From an optimization exercise on the open Yosys and OpenROAD flow, aimed at small area; shortcuts taken in it are not production practice.
The RTL was checked by simulation tests, not by an equivalence proof against the original design.

<file path="flow/run.sh">
#!/bin/bash
# synth_recipe.tcl (not shown) runs the flow's synth.tcl, then flattens the netlist and writes it again
# the make line also repeats each setting of config.mk as NAME=value (left out here)
make -C /OpenROAD-flow-scripts/flow DESIGN_CONFIG=/design/flow/config.mk WORK_HOME=/design/flow/orfs CLKGATE_MAP_FILE= SYNTH_SCRIPT=/design/flow/synth_recipe.tcl finish
</file>
<file path="flow/config.mk">
export PLATFORM = sky130hd
export DESIGN_NAME = processor
export DESIGN_NICKNAME = processor
export VERILOG_FILES = /design/flow/design.v
export SDC_FILE = /design/flow/constraint.sdc
export NUM_CORES = 4
export LEC_CHECK = 0
export CAP_MARGIN = 20
export CORE_MARGIN = 2
export CORE_UTILIZATION = 40
export SLEW_MARGIN = 20
</file>
<file path="flow/constraint.sdc">
create_clock -name core_clock -period 20.0 [get_ports {clk}]
set_input_delay 4.0000 -clock core_clock [delete_from_list [all_inputs] [get_ports {clk}]]
set_output_delay 4.0000 -clock core_clock [all_outputs]
set_load 0.01 [all_outputs]
</file>
<file path="flow/design.v">
module controller (input clk,
                   input reset,
                   input posedge_sample_clock,
                   input note_is_last,
                   input osc_choice_is_noise,
                   input event_key_press,
                   input event_key_release,
                   input event_increase,
                   input event_decrease,
                   input event_menu_change,
                   input current_menu_volume,
                   input current_menu_filter,
                   input current_menu_osc,
                   input should_write_out_history,
                   output reg en_previous_sample_clock,
                   output reg en_note,
                   output reg en_note_on,
                   output reg en_note_phase,
                   output reg en_note_duration,
                   output reg en_osc_choice,
                   output reg en_osc_noise,
                   output reg en_osc_out,
                   output reg en_filter_choice,
                   output reg en_filter,
                   output reg en_volume,
                   output reg en_mix,
                   output reg en_mix_out,
                   output reg en_menu_choice,
                   output reg en_out_history_index,
                   output reg en_wait_history_index,
                   output reg s_menu_choice,
                   output reg s_previous_sample_clock,
                   output reg [1:0] s_note,
                   output reg s_note_on,
                   output reg s_note_phase,
                   output reg s_note_duration,
                   output reg s_osc_choice,
                   output reg s_osc_noise,
                   output reg [1:0] s_osc_out,
                   output reg [2:0] s_ram_raddr,
                   output reg [2:0] s_ram_waddr,
                   output reg [2:0] s_ram_din,
                   output reg s_filter_choice,
                   output reg s_filter,
                   output reg s_clear_evt,
                   output reg s_volume,
                   output reg s_mix,
                   output reg s_mix_out,
                   output reg s_out_history_index,
                   output reg s_wait_history_index,
                   output reg en_ram_w);
    parameter INIT                              = 6'd0;
    parameter WAIT                              = 6'd1;
    parameter OSC_READ_CHOICE_0                 = 6'd2;
    parameter OSC_READ_CHOICE_1                 = 6'd3;
    parameter OSC_ADVANCE_PHASE                 = 6'd4;
    parameter OSC_LOOKUP                        = 6'd5;
    parameter OSC_NOISE_OUT_0                   = 6'd7;
    parameter OSC_NOISE_OUT_1                   = 6'd8;
    parameter FILTER_READ_CHOICE_0              = 6'd9;
    parameter FILTER_READ_CHOICE_1              = 6'd10;
    parameter FILTER                            = 6'd11;
    parameter EVT_KEY_PRESS_0                   = 6'd12;
    parameter EVT_KEY_PRESS_1                   = 6'd13;
    parameter EVT_KEY_PRESS_2                   = 6'd14;
    parameter EVT_KEY_PRESS_3                   = 6'd15;
    parameter EVT_KEY_RELEASE_0                 = 6'd16;
    parameter EVT_KEY_RELEASE_1                 = 6'd17;
    parameter NOTE_READ_START                   = 6'd18;
    parameter NOTE_READ_0                       = 6'd19;
    parameter NOTE_READ_1                       = 6'd20;
    parameter NOTE_READ_2                       = 6'd21;
    parameter NOTE_READ_3                       = 6'd22;
    parameter NOTE_WRITE_0                      = 6'd23;
    parameter NOTE_WRITE_1                      = 6'd24;
    parameter MIX                               = 6'd25;
    parameter MIX_OUT                           = 6'd26;
    parameter MENU_READ_VOLUME                  = 6'd27;
    parameter MENU_READ_FILTER_CHOICE           = 6'd28;
    parameter MENU_READ_OSC_CHOICE              = 6'd29;
    parameter MENU_READ_CURRENT_MENU            = 6'd30;
    parameter MENU_FINAL_READ                   = 6'd31;
    parameter MENU_UPDATE_CURRENT_MENU          = 6'd32;
    parameter MENU_DETERMINE_CHANGING_PARAMETER = 6'd33;
    parameter MENU_CHANGE_VOLUME                = 6'd34;
    parameter MENU_CHANGE_FILTER_CHOICE         = 6'd35;
    parameter MENU_CHANGE_OSC_CHOICE            = 6'd36;
    parameter MENU_CHANGE_CURRENT_MENU          = 6'd37;
    parameter READ_VOLUME_0                     = 6'd38;
    parameter READ_VOLUME_1                     = 6'd39;
    parameter WRITE_OUT_HISTORY                 = 6'd40;
    parameter WRITE_OUT_INCREMENT_WAIT          = 6'd41;
    parameter WRITE_OUT_INCREMENT_INDEX         = 6'd42;
    reg [5:0] state, next_state;
    always @(posedge clk)
        if (reset)
            state <= INIT;
        else
            state <= next_state;
    always @(*) begin
        en_previous_sample_clock = 0;
        en_note                  = 0;
        en_note_on               = 0;
        en_note_phase            = 0;
        en_note_duration         = 0;
        en_osc_choice            = 0;
        en_osc_noise             = 0;
        en_osc_out               = 0;
        en_menu_choice           = 0;
        en_filter_choice         = 0;
        en_filter                = 0;
        en_volume                = 0;
        en_mix                   = 0;
        en_mix_out               = 0;
        en_out_history_index     = 0;
        en_wait_history_index    = 0;
        s_previous_sample_clock = 0;
        s_note                  = 0;
        s_note_on               = 0;
        s_note_phase            = 0;
        s_note_duration         = 0;
        s_osc_choice            = 0;
        s_osc_noise             = 0;
        s_osc_out               = 0;
        s_menu_choice           = 0;
        s_ram_raddr             = 0;
        s_ram_waddr             = 0;
        s_ram_din               = 0;
        s_filter_choice         = 0;
        s_filter                = 0;
        s_clear_evt             = 0;
        s_volume                = 0;
        s_mix                   = 0;
        s_mix_out               = 0;
        s_out_history_index     = 0;
        s_wait_history_index    = 0;
        en_ram_w = 0;
        case (state)
            INIT: begin
                en_previous_sample_clock = 1;
                en_note                  = 1;
                en_note_on               = 1;
                en_note_phase            = 1;
                en_note_duration         = 1;
                en_osc_choice            = 1;
                en_osc_noise             = 1;
                en_osc_out               = 1;
                en_menu_choice           = 1;
                en_filter_choice         = 1;
                en_filter                = 1;
                en_volume                = 1;
                en_mix                   = 1;
                en_mix_out               = 1;
                en_out_history_index     = 1;
                en_wait_history_index    = 1;
                next_state = WAIT;
            end
            WAIT: begin
                en_previous_sample_clock = 1;
                s_previous_sample_clock  = 1;
                if (posedge_sample_clock)
                    next_state = OSC_READ_CHOICE_0;
                else if (event_key_press)
                    next_state = EVT_KEY_PRESS_0;
                else if (event_key_release)
                    next_state = EVT_KEY_RELEASE_0;
                else if (event_increase | event_decrease | event_menu_change)
                    next_state = MENU_READ_VOLUME;
                else
                    next_state = WAIT;
            end
            EVT_KEY_PRESS_0: begin
                s_clear_evt = 1;  
                en_note = 1;  
                s_note  = 1;  
                next_state = EVT_KEY_PRESS_1;
            end
            EVT_KEY_PRESS_1: begin
                en_ram_w    = 1;  
                s_ram_waddr = 3;  
                s_ram_din   = 1;   
                next_state = EVT_KEY_PRESS_2;
            end
            EVT_KEY_PRESS_2: begin
                en_ram_w    = 1;  
                s_ram_waddr = 4;  
                s_ram_din   = 0;   
                next_state = WAIT;
            end
            EVT_KEY_RELEASE_0: begin
                s_clear_evt = 1;  
                en_note = 1;  
                s_note  = 1;  
                next_state = EVT_KEY_RELEASE_1;
            end
            EVT_KEY_RELEASE_1: begin
                en_ram_w    = 1;  
                s_ram_waddr = 3;  
                s_ram_din   = 0;  
                next_state = WAIT;
            end
            MENU_READ_VOLUME: begin
                s_ram_raddr = 0;
                next_state  = MENU_READ_FILTER_CHOICE;
            end
            MENU_READ_FILTER_CHOICE: begin
                en_volume   = 1;
                s_volume    = 1;
                s_ram_raddr = 1;
                next_state  = MENU_READ_OSC_CHOICE;
            end
            MENU_READ_OSC_CHOICE: begin
                en_filter_choice = 1;
                s_filter_choice  = 1;
                s_ram_raddr      = 2;
                next_state       = MENU_READ_CURRENT_MENU;
            end
            MENU_READ_CURRENT_MENU: begin
                en_osc_choice = 1;
                s_osc_choice  = 1;
                s_ram_raddr   = 5;
                next_state    = MENU_FINAL_READ;
            end
            MENU_FINAL_READ: begin
                en_menu_choice = 1;
                s_menu_choice  = 1;
                next_state     = MENU_DETERMINE_CHANGING_PARAMETER;
            end
            MENU_DETERMINE_CHANGING_PARAMETER: begin
                if (event_menu_change)
                    next_state = MENU_CHANGE_CURRENT_MENU;
                else if (current_menu_volume)
                    next_state = MENU_CHANGE_VOLUME;
                else if (current_menu_filter)
                    next_state = MENU_CHANGE_FILTER_CHOICE;
                else if (current_menu_osc)
                    next_state = MENU_CHANGE_OSC_CHOICE;
                else
                    next_state = WAIT;
            end
            MENU_CHANGE_VOLUME: begin
                s_clear_evt = 1;
                en_ram_w    = 1;
                s_ram_waddr = 0;
                s_ram_din   = 2;
                next_state  = WAIT;
            end
            MENU_CHANGE_FILTER_CHOICE: begin
                s_clear_evt = 1;
                en_ram_w    = 1;
                s_ram_waddr = 1;
                s_ram_din   = 3;
                next_state  = WAIT;
            end
            MENU_CHANGE_OSC_CHOICE: begin
                s_clear_evt = 1;
                en_ram_w    = 1;
                s_ram_waddr = 2;
                s_ram_din   = 4;
                next_state  = WAIT;
            end
            MENU_CHANGE_CURRENT_MENU: begin
                s_clear_evt = 1;
                en_ram_w    = 1;
                s_ram_waddr = 5;
                s_ram_din   = 6;
                next_state  = WAIT;
            end
            OSC_READ_CHOICE_0: begin
                s_ram_raddr = 2;
                next_state  = OSC_READ_CHOICE_1;
            end
            OSC_READ_CHOICE_1: begin
                en_osc_choice = 1;
                s_osc_choice  = 1;
                next_state    = NOTE_READ_START;
            end
            NOTE_READ_START: begin
                en_note = 1;  
                s_note  = 0;  
                en_mix = 1;  
                s_mix  = 0;  
                next_state = NOTE_READ_0;
            end
            NOTE_READ_0: begin
                s_ram_raddr = 3;  
                next_state = NOTE_READ_1;
            end
            NOTE_READ_1: begin
                s_ram_raddr = 4;  
                en_note_on = 1;  
                s_note_on  = 1;  
                next_state = NOTE_READ_2;
            end
            NOTE_READ_2: begin
                en_note_phase = 1;  
                s_note_phase  = 1;  
                if (osc_choice_is_noise)
                    next_state = OSC_NOISE_OUT_0;
                else
                    next_state = OSC_LOOKUP;
            end
            OSC_LOOKUP: begin
                en_osc_out = 1;
                s_osc_out  = 1;
                next_state = MIX;
            end
            OSC_NOISE_OUT_0: begin
                en_osc_noise = 1;
                s_osc_noise  = 1;
                next_state = OSC_NOISE_OUT_1;
            end
            OSC_NOISE_OUT_1: begin
                en_osc_out = 1;
                s_osc_out  = 2;
                next_state = MIX;
            end
            MIX: begin
                en_mix = 1;  
                s_mix  = 1;  
                next_state = NOTE_WRITE_0;
            end
            NOTE_WRITE_0: begin
                en_ram_w    = 1;  
                s_ram_waddr = 4;  
                s_ram_din   = 5;  
                next_state = NOTE_WRITE_1;
            end
            NOTE_WRITE_1: begin
                en_note = 1;  
                s_note  = 2;  
                if (note_is_last)
                    next_state = MIX_OUT;
                else
                    next_state = NOTE_READ_0;
            end
            MIX_OUT: begin
                en_mix_out = 1;
                s_mix_out  = 1;
                next_state = FILTER_READ_CHOICE_0;
            end
            FILTER_READ_CHOICE_0: begin
                s_ram_raddr = 1;
                next_state = FILTER_READ_CHOICE_1;
            end
            FILTER_READ_CHOICE_1: begin
                en_filter_choice = 1;
                s_filter_choice  = 1;
                next_state = FILTER;
            end
            FILTER: begin
                en_filter = 1;
                s_filter  = 1;
                next_state = READ_VOLUME_0;
            end
            READ_VOLUME_0: begin
                s_ram_raddr = 0;
                next_state = READ_VOLUME_1;
            end
            READ_VOLUME_1: begin
                en_volume = 1;
                s_volume = 1;
                if (should_write_out_history)
                    next_state = WRITE_OUT_HISTORY;
                else
                    next_state = WRITE_OUT_INCREMENT_WAIT;
            end
            WRITE_OUT_HISTORY: begin
                en_ram_w = 1;
                s_ram_waddr = 6;
                s_ram_din = 7;  
                next_state = WRITE_OUT_INCREMENT_INDEX;
            end
            WRITE_OUT_INCREMENT_INDEX: begin
                en_out_history_index = 1;  
                s_out_history_index = 1;
                next_state = WRITE_OUT_INCREMENT_WAIT;
            end
            WRITE_OUT_INCREMENT_WAIT: begin
                en_wait_history_index = 1;
                s_wait_history_index = 1;
                next_state = WAIT;
            end
            default: begin
                next_state = INIT;
            end
        endcase
    end
endmodule
module datapath_noise(
    input clk,
    input en_noise,
    input s_noise,
    output reg [31:0] out
    );
    always @(posedge clk)
        if (en_noise)
            if (s_noise)
                out <= {out[30:0], out[1] ^ out[5] ^ out[6] ^ out[31]};
            else
                out <= 32'd4190284019;
endmodule
module datapath_oscillator (input clk,
                            input [4:0] note,
                            input [31:0] note_phase,
                            input [2:0] osc_choice,         
                            input [31:0] osc_rom_dout,      
                            input en_osc_noise,
                            input en_osc_out,
                            input s_osc_noise,
                            input [1:0] s_osc_out,
                            output [31:0] next_note_phase,
                            output [9:0] osc_rom_raddr,     
                            output osc_choice_is_noise,
                            output reg signed [31:0] out);  
    localparam BASE_FREQ_STEP = 32'd89478;
    localparam OSC_CHOICE_NOISE = 4;
    reg [31:0] freq;
    wire [31:0] osc_phase_step;
    wire signed [31:0] noise_out;
    datapath_noise datapath_noise(
    .clk(clk),
    .en_noise(en_osc_noise),
    .s_noise(s_osc_noise),
    .out(noise_out)
    );
    always @(posedge clk)
        if (en_osc_out)
            case (s_osc_out)
                2'd0:    out <= 0;
                2'd1:    out <= osc_rom_dout;
                2'd2:    out <= noise_out;
                default: out <= 0;
            endcase
    assign osc_phase_step = BASE_FREQ_STEP * freq;
    assign next_note_phase = note_phase + osc_phase_step;
    assign osc_rom_raddr = {osc_choice[1:0], note_phase[31:24]};
    assign osc_choice_is_noise = osc_choice == OSC_CHOICE_NOISE;
    always @(*)
        case (note)
            5'd0:    freq = 32'd261;
            5'd1:    freq = 32'd277;
            5'd2:    freq = 32'd294;
            5'd3:    freq = 32'd311;
            5'd4:    freq = 32'd330;
            5'd5:    freq = 32'd349;
            5'd6:    freq = 32'd370;
            5'd7:    freq = 32'd392;
            5'd8:    freq = 32'd415;
            5'd9:    freq = 32'd440;
            5'd10:   freq = 32'd466;
            5'd11:   freq = 32'd494;
            5'd12:   freq = 32'd523;
            5'd13:   freq = 32'd554;
            5'd14:   freq = 32'd587;
            5'd15:   freq = 32'd622;
            5'd16:   freq = 32'd659;
            5'd17:   freq = 32'd698;
            5'd18:   freq = 32'd740;
            5'd19:   freq = 32'd784;
            5'd20:   freq = 32'd831;
            5'd21:   freq = 32'd880;
            5'd22:   freq = 32'd932;
            5'd23:   freq = 32'd988;
            default: freq = 0;
        endcase
endmodule
module datapath_filter (input clk,                      
                        input en_filter,
                        input s_filter,
                        input signed [31:0] in,         
                        input filter_choice,            
                        output reg signed [31:0] out);  
    localparam FILTER_CHOICE_ON  = 0;
    localparam FILTER_CHOICE_OFF = 1;
    localparam LOGALPHA = 3;
    reg signed [32:0] filtered_out;
    always @(posedge clk)
        if (en_filter)
            if (s_filter)
                filtered_out <= (filtered_out + ({in[31], in} - filtered_out) >>> LOGALPHA) >> 1; 
            else
                filtered_out <= 0;
    always @(*)
        case (filter_choice)
            FILTER_CHOICE_ON:   out = filtered_out >> 1;
            FILTER_CHOICE_OFF:  out = in;
            default:            out = in;
        endcase
endmodule
module datapath(input clk,                       
                input sample_clock,              
                input [7:0] evt,                 
                input [31:0] osc_rom_dout,       
                input [31:0] ram_dout,           
                input en_previous_sample_clock,
                input en_note,
                input en_note_on,
                input en_note_phase,
                input en_note_duration,
                input en_osc_choice,
                input en_osc_noise,
                input en_osc_out,
                input en_filter_choice,
                input en_filter,
                input en_volume,
                input en_mix,
                input en_mix_out,
                input en_menu_choice,
                input en_out_history_index,
                input en_wait_history_index,
                input s_menu_choice,
                input s_previous_sample_clock,
                input [1:0] s_note,
                input s_note_on,
                input s_note_phase,
                input s_note_duration,
                input s_osc_choice,
                input s_osc_noise,
                input [1:0] s_osc_out,
                input [2:0] s_ram_raddr,
                input [2:0] s_ram_waddr,
                input [2:0] s_ram_din,
                input s_filter_choice,
                input s_filter,
                input s_clear_evt,
                input s_volume,
                input s_mix,
                input s_mix_out,
                input s_out_history_index,
                input s_wait_history_index,
                output [9:0] osc_rom_raddr,      
                output reg [7:0] ram_raddr,      
                output reg [7:0] ram_waddr,      
                output reg [31:0] ram_din,       
                output clear_evt,                
                output signed [31:0] out,    
                output posedge_sample_clock,     
                output note_is_last,
                output osc_choice_is_noise,
                output event_key_press,
                output event_key_release,
                output event_increase,
                output event_decrease,
                output event_menu_change,
                output current_menu_volume,
                output current_menu_filter,
                output current_menu_osc,
                output should_write_out_history);
    localparam VOLUME_RAM_ADDRESS          = 8'd0;
    localparam FILTER_CHOICE_ADDRESS       = 8'd1;
    localparam OSC_CHOICE_ADDRESS          = 8'd2;
    localparam SETTINGS_MENU_ADDRESS       = 8'd3;
    localparam NOTE_ON_START_ADDRESS       = 8'd4;
    localparam NOTE_PHASE_START_ADDRESS    = NOTE_ON_START_ADDRESS + 8'd24;
    localparam OUT_HISTORY_START_ADDRESS   = NOTE_PHASE_START_ADDRESS + 8'd24;
    localparam EVT_INVALID     = 3'h0;
    localparam EVT_PRESS_KEY   = 3'h1;
    localparam EVT_RELEASE_KEY = 3'h2;
    localparam EVT_INCREASE    = 3'h3;
    localparam EVT_DECREASE    = 3'h4;
    localparam EVT_CHANGE_MENU = 3'h5;
    localparam OSC_CHOICE_NOISE = 4;
    reg previous_sample_clock;
    reg [4:0] note;
    reg note_on;
    reg [31:0] note_phase;
    wire [31:0] next_note_phase;
    reg [2:0] osc_choice;
    wire signed [31:0] osc_out, filter_out;
    wire signed [36:0] osc_out_ext;
    reg signed [36:0] out_mix_sum;
    reg signed [31:0] out_mix;
    reg [1:0] filter_choice;
    reg [1:0] menu_choice;
    reg [2:0] volume;
	reg [2:0] next_volume, next_osc_choice;
    reg [1:0] next_filter_choice;
    wire [1:0] next_menu_choice;
    reg [7:0] out_history_index;
    reg [2:0] wait_history_index;
    always @(posedge clk)
        if (en_previous_sample_clock)
            if (s_previous_sample_clock)
                previous_sample_clock <= sample_clock;
            else
                previous_sample_clock <= 0;
    always @(posedge clk)
        if (en_note)
            case (s_note)
                2'd0: note    <= 5'd0;
                2'd1: note    <= evt[4:0];
                2'd2: note    <= note + 5'd1;
                default: note <= 5'd0;
            endcase
    always @(posedge clk)
        if (en_mix)
            if (s_mix)
                out_mix_sum <= out_mix_sum + (note_on ? osc_out_ext : 37'd0);
            else
                out_mix_sum <= 0;
    always @(posedge clk)
        if (en_mix_out)
            if (s_mix_out)
                out_mix <= out_mix_sum / 24;
            else
                out_mix <= 0;
    always @(posedge clk)
        if (en_filter_choice)
            if (s_filter_choice)
                filter_choice <= ram_dout;
            else
                filter_choice <= 0;
    always @(posedge clk)
        if (en_osc_choice)
            if (s_osc_choice)
                osc_choice <= ram_dout;
            else
                osc_choice <= 0;
    always @(posedge clk)
        if (en_note_on)
            if (s_note_on)
                note_on <= ram_dout;
            else
                note_on <= 0;
    always @(posedge clk)
        if (en_note_phase)
            if (s_note_phase)
                note_phase <= ram_dout;
            else
                note_phase <= 0;
    always @(posedge clk)
        if (en_volume)
            if (s_volume)
                volume <= ram_dout;
            else
                volume <= 0;
    always @(posedge clk)
        if (en_menu_choice)
            if (s_menu_choice)
                menu_choice <= ram_dout;
            else
                menu_choice <= 0;
    always @(posedge clk)
        if (en_out_history_index)
            if (s_out_history_index)
                out_history_index <= (out_history_index == 8'd159) ? 8'd0 : (out_history_index + 8'd1);
            else
                out_history_index <= 0;
    always @(posedge clk)
        if (en_wait_history_index)
            if (s_wait_history_index)
                wait_history_index <= wait_history_index + 1;
            else
                wait_history_index <= 0;
    datapath_oscillator datapath_oscillator(
    .clk(clk),
    .note(note),
    .note_phase(note_phase),
    .osc_choice(osc_choice),
    .osc_rom_dout(osc_rom_dout),
    .en_osc_noise(en_osc_noise),
    .en_osc_out(en_osc_out),
    .s_osc_noise(s_osc_noise),
    .s_osc_out(s_osc_out),
    .next_note_phase(next_note_phase),
    .osc_rom_raddr(osc_rom_raddr),
    .osc_choice_is_noise(osc_choice_is_noise),
    .out(osc_out)
    );
    datapath_filter datapath_filter(
    .clk(clk),
    .en_filter(en_filter),
    .s_filter(s_filter),
    .in(out_mix),
    .filter_choice(filter_choice),
    .out(filter_out)
    );
    assign out = filter_out >>> (3'd4 - volume);
    assign posedge_sample_clock = !previous_sample_clock && sample_clock;
    assign note_is_last = (note == 5'd23);
    always @(*)
        case (s_ram_raddr)
            0: ram_raddr       = VOLUME_RAM_ADDRESS;
            1: ram_raddr       = FILTER_CHOICE_ADDRESS;
            2: ram_raddr       = OSC_CHOICE_ADDRESS;
            3: ram_raddr       = NOTE_ON_START_ADDRESS + {3'd0, note};
            4: ram_raddr       = NOTE_PHASE_START_ADDRESS + {3'd0, note};
            5: ram_raddr       = SETTINGS_MENU_ADDRESS;
            default: ram_raddr = 0;
        endcase
    always @(*)
        case (s_ram_waddr)
            0: ram_waddr       = VOLUME_RAM_ADDRESS;
            1: ram_waddr       = FILTER_CHOICE_ADDRESS;
            2: ram_waddr       = OSC_CHOICE_ADDRESS;
            3: ram_waddr       = NOTE_ON_START_ADDRESS + {3'd0, note};
            4: ram_waddr       = NOTE_PHASE_START_ADDRESS + {3'd0, note};
            5: ram_waddr       = SETTINGS_MENU_ADDRESS;
            6: ram_waddr       = OUT_HISTORY_START_ADDRESS + out_history_index;
            default: ram_waddr = 0;
        endcase
    always @(*)
        case (s_ram_din)
            0: ram_din       = 0;
            1: ram_din       = 1;
            2: ram_din       = next_volume;
            3: ram_din       = next_filter_choice;
            4: ram_din       = next_osc_choice;
            5: ram_din       = next_note_phase;
            6: ram_din       = next_menu_choice;
            7: ram_din       = out;
            default: ram_din = 0;
        endcase
    always @(*)
        if (event_increase) begin
            next_volume = (volume == 3'd4) ? 3'd0 : volume + 3'd1; 
            next_filter_choice = (filter_choice == 1'd1) ? 1'd0 : filter_choice + 1'd1;
            next_osc_choice = (osc_choice == 3'd4) ? 3'd0 : osc_choice + 3'd1;
        end
        else begin
            next_volume = (volume == 3'd0) ? 3'd4 : volume - 3'd1;
            next_filter_choice = (filter_choice == 1'd0) ? 1'd1 : filter_choice - 1'd1;
            next_osc_choice = (osc_choice == 3'd0) ? 3'd4 : osc_choice - 3'd1;
        end
    assign next_menu_choice = (menu_choice == 2'd2) ? 2'd0 : menu_choice + 2'd1;
    assign event_key_press   = evt[7:5] == EVT_PRESS_KEY;
    assign event_key_release = evt[7:5] == EVT_RELEASE_KEY;
    assign event_increase    = evt[7:5] == EVT_INCREASE;
    assign event_decrease    = evt[7:5] == EVT_DECREASE;
    assign event_menu_change = evt[7:5] == EVT_CHANGE_MENU;
    assign current_menu_volume = menu_choice == 2'h0;
    assign current_menu_filter = menu_choice == 2'h1;
    assign current_menu_osc    = menu_choice == 2'h2;
    assign osc_out_ext = {osc_out[31], osc_out[31], osc_out[31], osc_out[31], osc_out[31], osc_out[31:0]};
    assign clear_evt = s_clear_evt;
    assign should_write_out_history = (wait_history_index == 8'd0);
endmodule
module processor (input clk,                   
                  input reset,                 
                  input sample_clock,          
                  input [7:0] evt,             
                  input [31:0] ram_dout,
                  input [31:0] osc_rom_dout,
                  output [7:0] ram_raddr,
                  output [7:0] ram_waddr,
                  output [31:0] ram_din,
                  output ram_wen,
                  output [9:0] osc_rom_raddr,
                  output clear_evt,            
                  output [31:0] out);          
    wire posedge_sample_clock;
    wire note_is_last;
    wire osc_choice_is_noise;
    wire event_key_press;
    wire event_key_release;
    wire event_increase;
    wire event_decrease;
    wire event_menu_change;
    wire current_menu_volume;
    wire current_menu_filter;
    wire current_menu_osc;
    wire should_write_out_history;
    wire en_previous_sample_clock;
    wire en_note;
    wire en_note_on;
    wire en_note_phase;
    wire en_note_duration;
    wire en_osc_choice;
    wire en_osc_noise;
    wire en_osc_out;
    wire en_filter_choice;
    wire en_filter;
    wire en_volume;
    wire en_mix;
    wire en_mix_out;
    wire en_menu_choice;
    wire en_out_history_index;
    wire en_wait_history_index;
    wire s_menu_choice;
    wire s_previous_sample_clock;
    wire [1:0] s_note;
    wire s_note_on;
    wire s_note_phase;
    wire s_note_duration;
    wire s_osc_choice;
    wire s_osc_noise;
    wire [1:0] s_osc_out;
    wire [2:0] s_ram_raddr;
    wire [2:0] s_ram_waddr;
    wire [2:0] s_ram_din;
    wire s_filter_choice;
    wire s_filter;
    wire s_volume;
    wire s_clear_evt;
    wire s_mix;
    wire s_mix_out;
    wire s_out_history_index;
    wire s_wait_history_index;
    controller controller(
    .clk(clk),
    .reset(reset),
    .posedge_sample_clock(posedge_sample_clock),
    .note_is_last(note_is_last),
    .osc_choice_is_noise(osc_choice_is_noise),
    .event_key_press(event_key_press),
    .event_key_release(event_key_release),
    .event_increase(event_increase),
    .event_decrease(event_decrease),
    .event_menu_change(event_menu_change),
    .current_menu_volume(current_menu_volume),
    .current_menu_filter(current_menu_filter),
    .current_menu_osc(current_menu_osc),
    .should_write_out_history(should_write_out_history),
    .en_previous_sample_clock(en_previous_sample_clock),
    .en_note(en_note),
    .en_note_on(en_note_on),
    .en_note_phase(en_note_phase),
    .en_note_duration(en_note_duration),
    .en_osc_choice(en_osc_choice),
    .en_osc_noise(en_osc_noise),
    .en_osc_out(en_osc_out),
    .en_filter_choice(en_filter_choice),
    .en_filter(en_filter),
    .en_volume(en_volume),
    .en_mix(en_mix),
    .en_mix_out(en_mix_out),
    .en_menu_choice(en_menu_choice),
    .en_out_history_index(en_out_history_index),
    .en_wait_history_index(en_wait_history_index),
    .s_menu_choice(s_menu_choice),
    .s_previous_sample_clock(s_previous_sample_clock),
    .s_note(s_note),
    .s_note_on(s_note_on),
    .s_note_phase(s_note_phase),
    .s_note_duration(s_note_duration),
    .s_osc_choice(s_osc_choice),
    .s_osc_noise(s_osc_noise),
    .s_osc_out(s_osc_out),
    .s_ram_raddr(s_ram_raddr),
    .s_ram_waddr(s_ram_waddr),
    .s_ram_din(s_ram_din),
    .s_filter_choice(s_filter_choice),
    .s_filter(s_filter),
    .s_clear_evt(s_clear_evt),
    .s_volume(s_volume),
    .s_mix(s_mix),
    .s_mix_out(s_mix_out),
    .s_out_history_index(s_out_history_index),
    .s_wait_history_index(s_wait_history_index),
    .en_ram_w(ram_wen)
    );
    datapath datapath(
    .clk(clk),
    .sample_clock(sample_clock),
    .evt(evt),
    .osc_rom_dout(osc_rom_dout),
    .ram_dout(ram_dout),
    .en_previous_sample_clock(en_previous_sample_clock),
    .en_note(en_note),
    .en_note_on(en_note_on),
    .en_note_phase(en_note_phase),
    .en_note_duration(en_note_duration),
    .en_osc_choice(en_osc_choice),
    .en_osc_noise(en_osc_noise),
    .en_osc_out(en_osc_out),
    .en_filter_choice(en_filter_choice),
    .en_filter(en_filter),
    .en_volume(en_volume),
    .en_mix(en_mix),
    .en_mix_out(en_mix_out),
    .en_menu_choice(en_menu_choice),
    .en_out_history_index(en_out_history_index),
    .en_wait_history_index(en_wait_history_index),
    .s_menu_choice(s_menu_choice),
    .s_previous_sample_clock(s_previous_sample_clock),
    .s_note(s_note),
    .s_note_on(s_note_on),
    .s_note_phase(s_note_phase),
    .s_note_duration(s_note_duration),
    .s_osc_choice(s_osc_choice),
    .s_osc_noise(s_osc_noise),
    .s_osc_out(s_osc_out),
    .s_ram_raddr(s_ram_raddr),
    .s_ram_waddr(s_ram_waddr),
    .s_ram_din(s_ram_din),
    .s_filter_choice(s_filter_choice),
    .s_filter(s_filter),
    .s_clear_evt(s_clear_evt),
    .s_volume(s_volume),
    .s_mix(s_mix),
    .s_mix_out(s_mix_out),
    .s_out_history_index(s_out_history_index),
    .s_wait_history_index(s_wait_history_index),
    .osc_rom_raddr(osc_rom_raddr),
    .ram_raddr(ram_raddr),
    .ram_waddr(ram_waddr),
    .ram_din(ram_din),
    .clear_evt(clear_evt),
    .out(out),
    .posedge_sample_clock(posedge_sample_clock),
    .note_is_last(note_is_last),
    .osc_choice_is_noise(osc_choice_is_noise),
    .event_key_press(event_key_press),
    .event_key_release(event_key_release),
    .event_increase(event_increase),
    .event_decrease(event_decrease),
    .event_menu_change(event_menu_change),
    .current_menu_volume(current_menu_volume),
    .current_menu_filter(current_menu_filter),
    .current_menu_osc(current_menu_osc),
    .should_write_out_history(should_write_out_history)
    );
endmodule
</file>
==> results.yml <==
critical_path:
  arrival_ps: 8690
  critical_path_class: "reg2out"
  end_kind: "primary output"
  crit_top_cell: "o21ai_0"
  path_delay_family: "compound AO/OA/AOI/OAI gates"
  critPathLaunchType: "flop"
  required_ps: 16000
  max_stage_delay_ps: 630
  critical_path_buf_inv_count: 4
  crit_path_top_delay_cell: "dfxtp_1"
  worst-path-max-fanout: 8
yosys:
  synth_area_sq_um: 25700
  synthCells: 2971
  synth_top_area_share_pct: 26.0
  synth_edf_count: 222
  ys_seq_area_share_pct: 27.2
  ys.flop_type: "edfxtp_1"
  synth-seq-cells: 238
  yosys_warnings: 6
  synth.distinct_cells: 113
  ys_async_sr_fraction_pct: 0
  yosysTopAreaCell: "edfxtp_1"
  synth.area.top_cells: "edfxtp_1, ha_1, nor2_1"
  avgSynthCellArea_sq_um: 8.63
detailed_routing:
  drtIter0Drc: 1627
  vias: 22100
  drcViolationCount: 0
  wl_mm: 70.4
  wl_per_cell_microns: 18.0
  routed_via_density: 5.65
  dr.pass1.iters: 6
  drtAntennaViolNets: 0
clock_network:
  htree_num_levels: 1
  clkSinkCount: 238
  clkTransAtPathRegs_ps: 60
  cts_root_buffer: "clkbuf_16"
  cts_hold_buf: 0
  cts_setup_buffers: 0
  cts_made_buffers: 29
  cts_buffer_depth: 3
  post_cts_resized: 0
  cts_tree: "built"
  clkLatencyLatePin_ps: 580
flow_run:
  cap_violations: 0
global_route:
  grt_usage_pct: 20.8
  grt_max_degree: 88
  antenna_found_initial: 2
  grt_pass1_vias: 21300
  grt_pass1_wl_mm: 114
  overflow: 0
outcome:
  outcome: "timing/DRC/antenna clean"
final_layout:
  drive_above_1_share_pct: 6.61
  instances_no_fill: 3918
  final_nets: 3405
  final_util_pct: 45.8
  syn_to_final_growth_pct: 12.7
timing:
  skew_ps: 15.0
  drv_slew: 0
  fin_ws_ps: 7310
  relSlewSlack_pct: 30.7
  fin_crit_ps: 12690
  fin_tns_setup_ps: 0
  final_hold_viol_count: 0
  rsz0062_at_grt: "no"
  finalSetupViolations: 0
  tightest_slew_ps: 1040
  fmax_ghz: 0.0788
  fin_crit_sh_pct: 63.4
floorplanning:
  start_util_pct: 40.6
  ioPinCount: 167
  num_rows: 92
  dieArea_sq_um: 66200
  die_y_microns: 257
  die_w_microns: 257
  core_sq_um: 63200
hold_path:
  min_path_type: "reg2reg"
placed_design:
  dpl_worst_slack_ps: 7920
  gp_congestion: 0.939
  portBuffers: 164
  place_inst: 3862
  dp_hpwl_mm: 55.5
[cell type report]
type | count | area [sq um]
clock inverters | 24 | 213
flip-flops and latches | 238 | 6990
well taps | 846 | 1060
clock buffers | 30 | 729
inverters | 255 | 957
fillers | 6081 | 34300
multi-input cells | 2333 | 17100
diodes | 1 | 2.50
repair buffers | 191 | 1860
[worst reg2reg max path: cells and delay by family (launching register included)]
kind                       cells  cell delay, ps
AOI/OAI and AO/OA             17            7110
xor gates and xnor gates       2             940
adders and majority gates      1             260
DFF                            1             520
and+or+nand+nor               12            3240
[Yosys cell counts (19+ instances only)]
library cell	instances
xor2_1	86
xnor2_1	106
nand2b_1	51
clkbuf_1	101
mux4_2	28
nand2_1	230
buf_4	19
o22ai_1	27
a22oi_1	44
inv_1	255
edfxtp_1	222
a21boi_0	26
nor2_1	288
nor2b_1	51
nand4_1	21
ha_1	238
a31oi_1	25
o21ai_0	181
mux2i_1	51
nand3_1	61
fa_1	44
o31ai_1	31
and3_1	36
and2_1	93
nor4_1	19
a21oi_1	174
nor3_1	90
[metal layers]
metal	vias to the layer above	track usage, %	share of wire [%]
met5	-	0	0.030
met4	4	4.68	2.0
met3	92	2.50	5.2
met2	618	33.5	45
met1	10500	29.7	48
li1	10900	-	-
[state kept, by name, summed over array words and instances, names as in the netlist]
| name | cells |
|---|---|
| controller.state | 6 |
| datapath.osc_choice | 3 |
| datapath.out_mix | 32 |
| datapath.note_on | 1 |
| datapath.datapath_oscillator.out | 32 |
| datapath.menu_choice | 2 |
| datapath.datapath_oscillator.freq | 10 |
| datapath.wait_history_index | 3 |
| datapath.note | 5 |
| datapath.previous_sample_clock | 1 |
| datapath.datapath_filter.filtered_out | 29 |
| datapath.out_mix_sum | 37 |
| datapath.filter_choice | 2 |
| datapath.out_history_index | 8 |
| datapath.volume | 3 |
| datapath.datapath_oscillator.datapath_noise.out | 32 |
| datapath.note_phase | 32 |
[worst paths after layout]
check	startpoint	endpoint	slack (ps)	cells after the start
max	datapath.datapath_oscillator.freq[8]	ram_din[30]	7310	35
max reg2reg	datapath.out_mix_sum[15]	datapath.out_mix[22]	7670	32
min reg2reg	flop	flop	530	1
min	flop	flop	530	1
[stage by stage]
stage / cell area, sq um / hold slack (ps)
after global routing: 28900 / 562
after detailed placement: 27900 / 521
after global placement: 27900 / 511
final: 28900 / 528
after floorplan: 25700 / 506
after CTS: 28900 / 533
[cells in the final DEF (no fill, tap or decap), types with 14 or more instances in the layout]
master	n
nor2_1	286
inv_1	255
ha_1	236
nand2_1	229
edfxtp_1	222
o21ai_0	179
a21oi_1	174
clkdlybuf4s50_1	164
xnor2_1	105
and2_1	93
nor3_1	89
xor2_1	84
nand3_1	61
nand2b_1	51
mux2i_1	51
nor2b_1	51
a22oi_1	44
fa_1	44
and3_1	35
o31ai_1	31
clkbuf_16	29
mux4_2	28
o22ai_1	27
a21boi_0	26
buf_4	26
a31oi_1	25
nand4_1	21
or3_1	18
nor4_1	18
o211ai_1	18
o2bb2ai_1	18
a21o_1	16
dfxtp_1	16
a211oi_1	15
o21bai_1	14
[cell families after synthesis]
logic type,after synthesis,synth area share (%)
buffers and inverters,401,6.35
other,1,0.0146
multiplexers,91,4.99
flip-flops,238,27.2
XOR/XNOR,195,6.75
AO/OA/AOI/OAI,741,19.8
adder cells (fa/ha/maj),284,15.1
AND/OR/NAND/NOR,1020,19.7

-- port drivers added, routing unchanged --
How much do the figures lean on ideal ports? The routed layout below was timed once more, with nothing changed but the port constraints. Step 1 (the two cells are an assumption about what drives the block):
set clk [get_ports {clk}]
set_driving_cell -lib_cell sky130_fd_sc_hd__clkbuf_16 $clk
set_driving_cell -lib_cell sky130_fd_sc_hd__buf_2 [delete_from_list [all_inputs] $clk]
Step 2 moves the port delays by t, midway between the first and last clock arrival at a register: inputs arrive t later, outputs are due t later. That takes back most of the time a late clock gives input paths. a / b / c = no drivers / after step 1 / after step 2; a / b = the first two.
shift t [ns]: 0.635
setup slack, ns: 7.312 / 7.251 / 7.672
latest minus earliest clock arrival (ns): 0.015 / 0.015
After both steps this run still meets setup and hold. The setup slack of this run moves by -0.061 ns with the drivers and by +0.360 ns with both steps.
